Source: an optimization exercise on an open RTL-to-GDS flow (aim: small area and a short achievable clock period). Production flows keep margins and buffers that such runs may drop. At most, simulation tests tie the RTL to the original design; equivalence was not proved. No activity file was given, so power comes from the tool's default toggle rates. The flow treats the clock pin as an ideal source, which a real chip does not have.

Design fifo, start of the top module:
module fifo(
  input clk,rst,wr_en,rd_en,
  input [7:0] buf_in,
  output reg [7:0]buf_out,
  output reg buf_empty,buf_full,
  output reg [6:0] fifo_counter
);
Size in the first run: ~1100 cells after synthesis, ~550 flip-flops, about 29 I/O pins, ~20000 µm² of cells after synthesis.
Settings: LEC_CHECK=0, CAP_MARGIN=20, CORE_MARGIN=2, CORE_UTILIZATION=40, SETUP_SLACK_MARGIN=1.4, SLEW_MARGIN=20; clock period 3.3 ns.
standard.sh (not shown) runs the stock make flow with config.mk's settings and CLKGATE_MAP_FILE= SYNTH_SCRIPT=/design/flow/synth_recipe.tcl, a recipe that flattens the netlist after the stock synthesis.
==> flow/flow/run.sh <==
#!/bin/bash
# Standard ORFS layout, with plain buffers on the ports and resizing not
# limited to each cell's footprint.
set -euo pipefail
bash standard.sh MATCH_CELL_FOOTPRINT=0 \
  "BUFFER_PORTS_ARGS=-buffer_cell sky130_fd_sc_hd__buf_4" \
  finish > flow.log 2>&1
==> next run, changes <==
==> flow/flow/run.sh (replaced) <==
#!/bin/bash
# Standard ORFS layout, with plain buffers on the ports, resizing not limited
# to each cell's footprint, and larger clock-tree sink clusters.
set -euo pipefail
bash standard.sh MATCH_CELL_FOOTPRINT=0 \
  "BUFFER_PORTS_ARGS=-buffer_cell sky130_fd_sc_hd__buf_4" \
  "CTS_ARGS=-sink_clustering_enable -repair_clock_nets -dont_use_dummy_load -sink_clustering_size 30 -sink_clustering_max_diameter 100" \
  finish > flow.log 2>&1
Settings changed: ABC_AREA from default to 1.
The new run finished with timing, DRC and antenna clean; wire length came out lower by 7.6%; non-clock buffer count goes down by 43; setup slack gets better by 0.0079 ns.


## v4
Another version of the RTL of fifo (not shown whole).
Size: ~1200 cells after synthesis, about 550 flip-flops, ~29 I/O pins, about 20000 um2 of cells after synthesis.
Settings: LEC_CHECK=0, CAP_MARGIN=20, CORE_MARGIN=2, CORE_UTILIZATION=40, SETUP_SLACK_MARGIN=1.4, SLEW_MARGIN=20; clock period 3.3 ns.
==> flow/flow/run.sh <==
#!/bin/bash
# Standard ORFS layout, with plain buffers on the ports and resizing not
# limited to each cell's footprint.
set -euo pipefail
bash standard.sh MATCH_CELL_FOOTPRINT=0 \
  "BUFFER_PORTS_ARGS=-buffer_cell sky130_fd_sc_hd__buf_4" \
  finish > flow.log 2>&1
For v45, these inputs were changed with respect to v4:
--- a/flow/flow/run.sh
+++ b/flow/flow/run.sh
@@ -2,2 +2,2 @@
-# Standard ORFS layout, with plain buffers on the ports and resizing not
-# limited to each cell's footprint.
+# Standard ORFS layout, with plain buffers on the ports, resizing not limited
+# to each cell's footprint, and larger clock-tree sink clusters.
@@ -6,0 +7 @@
+  "CTS_ARGS=-sink_clustering_enable -repair_clock_nets -dont_use_dummy_load -sink_clustering_size 30 -sink_clustering_max_diameter 100" \
Findings:
As far as post-synth design cell area is concerned, v45 and v4 perform about the same. Going from v4 to v45, total length of routed met2 wires shrank by a few percent. Changes observed in v45 relative to v4: total number of H-tree levels down 1; part of the total power dissipated in combinational logic up 0.9 points; slack of the critical path decreased 0.023 ns.
For v39, these inputs were changed with respect to v45:
- putting CTS_BUF_LIST at sky130_fd_sc_hd__clkbuf_4 sky130_fd_sc_hd__clkbuf_8 where nothing was set
==> flow/flow/run.sh <==
#!/bin/bash
# Standard ORFS layout, with plain buffers on the ports and resizing not
# limited to each cell's footprint.
set -euo pipefail
bash standard.sh MATCH_CELL_FOOTPRINT=0 \
  "BUFFER_PORTS_ARGS=-buffer_cell sky130_fd_sc_hd__buf_4" \
  finish > flow.log 2>&1
v39 vs v45, signed area change from the synthesized netlist to the final layout went up by 6.9 points. Post-cts repair resize count of v39 exceeds that of v45 by more than a quarter. For the maximum frequency, v39 came in 2.1% higher than v45 did. Against v45, count of clock-buffer cells in the layout in v39 rose by more than 100%.
No run of this note included a check of the RTL's function; only the layout flow was run.


fifo, a different RTL version from the one above (not shown whole).
Size: ~1,200 cells after synthesis, about 570 flip-flops, roughly 29 I/O pins, about 0.021 sq mm of cells after synthesis.
clock: 3.3 ns
lec_check: 0
cap_margin: 20
core_margin: 2
core_utilization: 55
place_density: 0.65
setup_slack_margin: 1.4
slew_margin: 20
==> flow/flow/run.sh <==
#!/bin/bash
# Standard ORFS layout, with plain buffers on the ports, resizing not limited
# to each cell's footprint, and larger clock-tree sink clusters.
set -euo pipefail
bash standard.sh MATCH_CELL_FOOTPRINT=0 \
  "BUFFER_PORTS_ARGS=-buffer_cell sky130_fd_sc_hd__buf_4" \
  "CTS_ARGS=-sink_clustering_enable -repair_clock_nets -dont_use_dummy_load -sink_clustering_size 30 -sink_clustering_max_diameter 100" \
  finish > flow.log 2>&1
Rerun with:
CORE_UTILIZATION = 40   (was 55)
PLACE_DENSITY = unset   (was 0.65)
SETUP_SLACK_MARGIN = 1.7   (was 1.4)
=>
- The changed run completed with no timing, DRC or antenna violations
- final cell count rose by about a fifth
- via count rose by roughly a tenth
- sequential share of layout area fell by 9.8 points
- routed wire length rose by about a fifth
- sequential cell count stays the same
Rerun with:
--- a/flow/flow/run.sh
+++ b/flow/flow/run.sh
@@ -3 +3,2 @@
-# to each cell's footprint, and larger clock-tree sink clusters.
+# to each cell's footprint, larger clock-tree sink clusters, and downsizing
+# of gates off the critical paths after global routing.
@@ -7,0 +9 @@
+  RECOVER_POWER=100 \
ABC_AREA = 1   (was unset)
SETUP_SLACK_MARGIN = 1.4   (was 1.7)
What happened: The changed run went through all stages and came out clean. Clock skew grows by 0.014 ns. Utilization decreases by 8.3 points. Worst setup slack is worse by 0.43 ns. Maximum frequency drops by 18%. Hold slack got worse by 0.025 ns. Area after synthesis climbs by 8.4%. Combinational power rose by 150%. Global-route usage goes down by 2.8 points. Routed wire length drops by 17%. Cell area fell by 9.6%. Synthesized cell count rose by 68%.
Rerun with:
--- a/flow/flow/run.sh
+++ b/flow/flow/run.sh
@@ -3,2 +3 @@
-# to each cell's footprint, larger clock-tree sink clusters, and downsizing
-# of gates off the critical paths after global routing.
+# to each cell's footprint, and larger clock-tree sink clusters.
@@ -9 +7,0 @@
-  RECOVER_POWER=100 \
ABC_AREA = unset   (was 1)
CORE_UTILIZATION = 70   (was 40)
PLACE_DENSITY = 0.8   (was unset)
Non-clock buffer count rises by 80.
Power falls by a quarter to a third.
Utilization rises by 36 points.
Worst setup slack gains 0.38 ns.
Via count falls by a little under a tenth.
Wire length rises by a little under a tenth.


## north
The RTL this note starts from:
==> flow/design.v <==
module fifo(
  input clk,rst,wr_en,rd_en,
  input [7:0] buf_in,
  output reg [7:0]buf_out,
  output buf_empty,
  output reg buf_full,
  output reg [6:0] fifo_counter
);
  reg [7:0] buf_mem[63:0];
  reg [7:0] rsel_lo0, rsel_lo1;   
  reg not_empty;
  assign buf_empty = ~not_empty;
  wire wr_acc = wr_en & ~buf_full;
  wire rd_acc = rd_en & not_empty;
  wire inc = wr_acc & ~rd_acc;
  wire dec = rd_acc & ~wr_acc;
  integer i;
  always @(posedge clk) begin
    if (wr_acc) begin
      buf_mem[1] <= buf_in;
      for (i = 2; i < 64; i = i + 1)
        buf_mem[i] <= buf_mem[i-1];
      buf_mem[0] <= buf_mem[63];
    end
  end
  wire [7:0] rsel_hi;
  fifo_dec3 u_hi (.a(fifo_counter[5:3]), .y(rsel_hi));
  wire [7:0] out_next;
  wire rd_hold_n = ~rd_acc;
  genvar gg, kk, bb;
  generate
    for (bb = 0; bb < 8; bb = bb + 1) begin : g_bit
      wire [7:0] grp;   
      wire [7:0] n;     
      wire [3:0] m;
      wire [1:0] k;
      wire h;           
      for (gg = 0; gg < 8; gg = gg + 1) begin : g_grp
        wire [7:0] lo = (gg < 4) ? rsel_lo0 : rsel_lo1;
        fifo_sel8 u_s (
          .d({buf_mem[8*gg+7][bb], buf_mem[8*gg+6][bb], buf_mem[8*gg+5][bb], buf_mem[8*gg+4][bb],
              buf_mem[8*gg+3][bb], buf_mem[8*gg+2][bb], buf_mem[8*gg+1][bb], buf_mem[8*gg][bb]}),
          .s(lo), .y(grp[gg]));
        fifo_nand3 u_n (.a(grp[gg]), .b(rsel_hi[gg]), .c(rd_acc), .y(n[gg]));
      end
      for (kk = 0; kk < 4; kk = kk + 1) begin : g_m
        fifo_nand2 u_m (.a(n[2*kk]), .b(n[2*kk+1]), .y(m[kk]));
      end
      for (kk = 0; kk < 2; kk = kk + 1) begin : g_k
        fifo_nor2 u_k (.a(m[2*kk]), .b(m[2*kk+1]), .y(k[kk]));
      end
      fifo_nand2 u_h (.a(buf_out[bb]), .b(rd_hold_n), .y(h));
      fifo_nand3 u_o (.a(k[0]), .b(k[1]), .c(h), .y(out_next[bb]));
    end
  endgenerate
  always @(posedge clk or posedge rst) begin
    if (rst)
      buf_out <= 8'd0;
    else
      buf_out <= out_next;
  end
  wire [6:0] cnt_up = fifo_counter + 7'd1;
  wire [6:0] cnt_dn = fifo_counter - 7'd1;
  always @(posedge clk or posedge rst) begin
    if (rst) begin
      fifo_counter <= 7'd0;
      rsel_lo0 <= 8'h01;
      rsel_lo1 <= 8'h01;
      not_empty <= 1'b0;
      buf_full <= 1'b0;
    end else begin
      if (inc) begin
        fifo_counter <= cnt_up;
        rsel_lo0 <= {rsel_lo0[6:0], rsel_lo0[7]};
        rsel_lo1 <= {rsel_lo1[6:0], rsel_lo1[7]};
      end else if (dec) begin
        fifo_counter <= cnt_dn;
        rsel_lo0 <= {rsel_lo0[0], rsel_lo0[7:1]};
        rsel_lo1 <= {rsel_lo1[0], rsel_lo1[7:1]};
      end
      buf_full  <= buf_full ? ~rd_en : (fifo_counter == 7'd63) & wr_en & ~rd_en;
      not_empty <= not_empty ? ~((fifo_counter == 7'd1) & rd_en & ~wr_en) : wr_en;
    end
  end
endmodule
module fifo_dec3(
  input [2:0] a,
  output [7:0] y
);
  assign y = 8'd1 << a;
endmodule
module fifo_sel8(
  input [7:0] d,
  input [7:0] s,
  output y
);
  assign y = |(d & s);
endmodule
module fifo_nand2(input a, b, output y);
  assign y = ~(a & b);
endmodule
module fifo_nand3(input a, b, c, output y);
  assign y = ~(a & b & c);
endmodule
module fifo_nor2(input a, b, output y);
  assign y = ~(a | b);
endmodule
Settings: LEC_CHECK=0, CAP_MARGIN=20, CORE_MARGIN=2, CORE_UTILIZATION=40, HOLD_SLACK_MARGIN=0.1, SETUP_SLACK_MARGIN=1.4, SLEW_MARGIN=20, SYNTH_HIERARCHICAL=1, SYNTH_MINIMUM_KEEP_SIZE=0; clock period 3.3 ns.
==> flow/flow/run.sh <==
#!/bin/bash
# Standard ORFS layout, with plain buffers on the ports, resizing not limited
# to each cell's footprint, and larger clock-tree sink clusters.
set -euo pipefail
bash standard.sh MATCH_CELL_FOOTPRINT=0 \
  "BUFFER_PORTS_ARGS=-buffer_cell sky130_fd_sc_hd__buf_4" \
  "CTS_ARGS=-sink_clustering_enable -repair_clock_nets -dont_use_dummy_load -sink_clustering_size 30 -sink_clustering_max_diameter 100" \
  finish > flow.log 2>&1
north finished every stage and its layout cleared the timing, DRC and antenna checks.
Changes in south relative to north:
- swapping 1.4 for 1.3 in SETUP_SLACK_MARGIN
- clearing HOLD_SLACK_MARGIN, which used to be 0.1
Compared with north, in south global routing usage summed across all routing layers closely matched the old numbers; clock power closely matched the old numbers; average via count per standard cell increased by about 0.47% relative to the old numbers; endpoint arrival time on the critical path increased by 980 ps relative to the old numbers; post-route clock period utilization increased by 5.4 points relative to the old numbers.
north -> south: number of hold-slack violations in the final timing report delta 0, exact match
Of south and north, south shows the higher relative contribution of the clock network to total power, with north below it.
Diff south..north | number of cells in the design after placement | negligible
Inputs modified between south and east:
- changing SETUP_SLACK_MARGIN from 1.3 to 1.4
==> flow/flow/run.sh <==
#!/bin/bash
# Standard ORFS layout, with plain buffers on the ports, resizing not limited
# to each cell's footprint, and larger clock-tree sink clusters.
set -euo pipefail
bash standard.sh MATCH_CELL_FOOTPRINT=0 \
  "BUFFER_PORTS_ARGS=-buffer_cell sky130_fd_sc_hd__buf_2" \
  "CTS_ARGS=-sink_clustering_enable -repair_clock_nets -dont_use_dummy_load -sink_clustering_size 30 -sink_clustering_max_diameter 100" \
  finish > flow.log 2>&1
### Flow results
Relative to south, sequential share of layout area has increased by 0.17 points in east.
Compared with south, in east total power has remained practically unchanged, sequential power has decreased, final-layout clock-cell area share has remained practically unchanged.
Between east and south, the routed wire length figures differ only marginally.
east vs. south: combinational power now larger; total routed wire length on the met1 layer now smaller; number of non-filler instances in the completed layout comparable; switching share of power comparable; leakage power of the design comparable.
Sequential cell area: south vs east, no meaningful difference
Input-level comparison between west and east:
- an added HOLD_SLACK_MARGIN of 0.1
- a change of CORE_UTILIZATION from 40 to 50
==> flow/flow/run.sh <==
#!/bin/bash
# Standard ORFS layout, with plain buffers on the ports, resizing not limited
# to each cell's footprint, and larger clock-tree sink clusters.
set -euo pipefail
bash standard.sh MATCH_CELL_FOOTPRINT=0 \
  "BUFFER_PORTS_ARGS=-buffer_cell sky130_fd_sc_hd__buf_4" \
  "CTS_ARGS=-sink_clustering_enable -repair_clock_nets -dont_use_dummy_load -sink_clustering_size 30 -sink_clustering_max_diameter 100" \
  finish > flow.log 2>&1
Results
Looking at the reports, west completed the entire flow and the layout it produced met the timing, DRC and antenna checks. Placed instance area is higher on east. Summary — global-route usage, west relative to east: higher, by 4.0 points. Diff east -> west: initial core utilization moved up, share of final layout cell area taken by non-clock buffers moved up, final-layout fill cell count moved down, routed wire length on met3 moved down, fraction of the core area covered by cells at the end of the flow moved up. Of the two values seen for end of the critical path, buf_mem[0][6]$_DFFE_PP_ was produced by west and buf_mem[47][6]$_DFFE_PP_ by east. Post-placement cell count for west: 145 down relative to east. west vs. east: power flat, area overhead of the layout relative to synthesis down 0.17 points.
Inputs modified between west and middle:
- CORE_UTILIZATION: 50 -> 40
- GPL_ROUTABILITY_DRIVEN: unset -> 0
- HOLD_SLACK_MARGIN: 0.1 -> unset
[summary]
Every run (west and middle) finished clean. Changes observed in middle relative to west: first-iteration DRC count picked up an extra about 15%, number of placed instances, taps included picked up an extra 146. Diff west -> middle: buffer and inverter count on the worst path went down 1; portion of total power attributed to the clock network about even; clock input transition at the sequential cells of the worst setup and hold paths closely matched the old numbers; post-route worst setup slack up 22 ps. Sort west and middle by proportion of total power due to net switching asc -> top: west.

==> port drivers added, routing unchanged <==
In the flow no input, the clock included, has a driving cell. The finished layouts below were timed again as built, in two steps.
Step 1, drivers: a clkbuf_16 drives clk and a buf_2 each remaining input, both assumed.
Step 2 also shifts input and output timing later by t, the mid clock arrival at the registers, as if the neighbouring blocks saw the same clock.
Slacks: ideal ports / drivers / drivers and shift; pairs: ideal ports / drivers.
run | t (ns) | setup slack, ns | hold WS [ns] | clock arrival spread, ns
the first run of note 1 | 0.656 | 1.289 / 1.289 / 0.988 | 0.196 / 0.162 / 0.436 | 0.024 / 0.024
the second run of note 1 | 0.617 | 1.297 / 1.297 / 0.901 | 0.243 / 0.216 / 0.430 | 0.051 / 0.051
v4 | 0.655 | 1.199 / 1.199 / 0.909 | 0.189 / 0.160 / 0.444 | 0.012 / 0.012
v45 | 0.601 | 1.177 / 1.177 / 0.991 | 0.211 / 0.180 / 0.390 | 0.069 / 0.069
v39 | 0.718 | 1.220 / 1.170 / 0.984 | 0.125 / 0.097 / 0.438 | 0.029 / 0.029
the first run of note 3 | 0.611 | 1.346 / 1.346 / 1.023 | 0.218 / 0.184 / 0.452 | 0.039 / 0.040
the second run of note 3 | 0.617 | 1.385 / 1.385 / 1.194 | 0.199 / 0.167 / 0.418 | 0.043 / 0.042
the third run of note 3 | 0.624 | 0.952 / 0.952 / 0.566 | 0.174 / 0.141 / 0.400 | 0.062 / 0.062
the fourth run of note 3 | 0.607 | 1.329 / 1.329 / 1.128 | 0.059 / 0.028 / 0.416 | 0.054 / 0.053
north | 0.583 | 1.449 / 1.395 / 1.131 | 0.185 / 0.152 / 0.386 | 0.066 / 0.067
south | 0.590 | 1.272 / 1.272 / 0.952 | 0.186 / 0.154 / 0.381 | 0.065 / 0.065
east | 0.594 | 1.398 / 1.381 / 1.040 | 0.170 / 0.132 / 0.387 | 0.067 / 0.068
west | 0.582 | 1.427 / 1.396 / 1.109 | 0.189 / 0.154 / 0.378 | 0.064 / 0.065
middle | 0.583 | 1.449 / 1.395 / 1.131 | 0.185 / 0.152 / 0.386 | 0.066 / 0.067
After both steps every run listed still meets setup and hold. For the second run of note 1, which loses most, drivers alone change the setup slack by 0.000 ns; drivers and shift together by -0.396 ns.
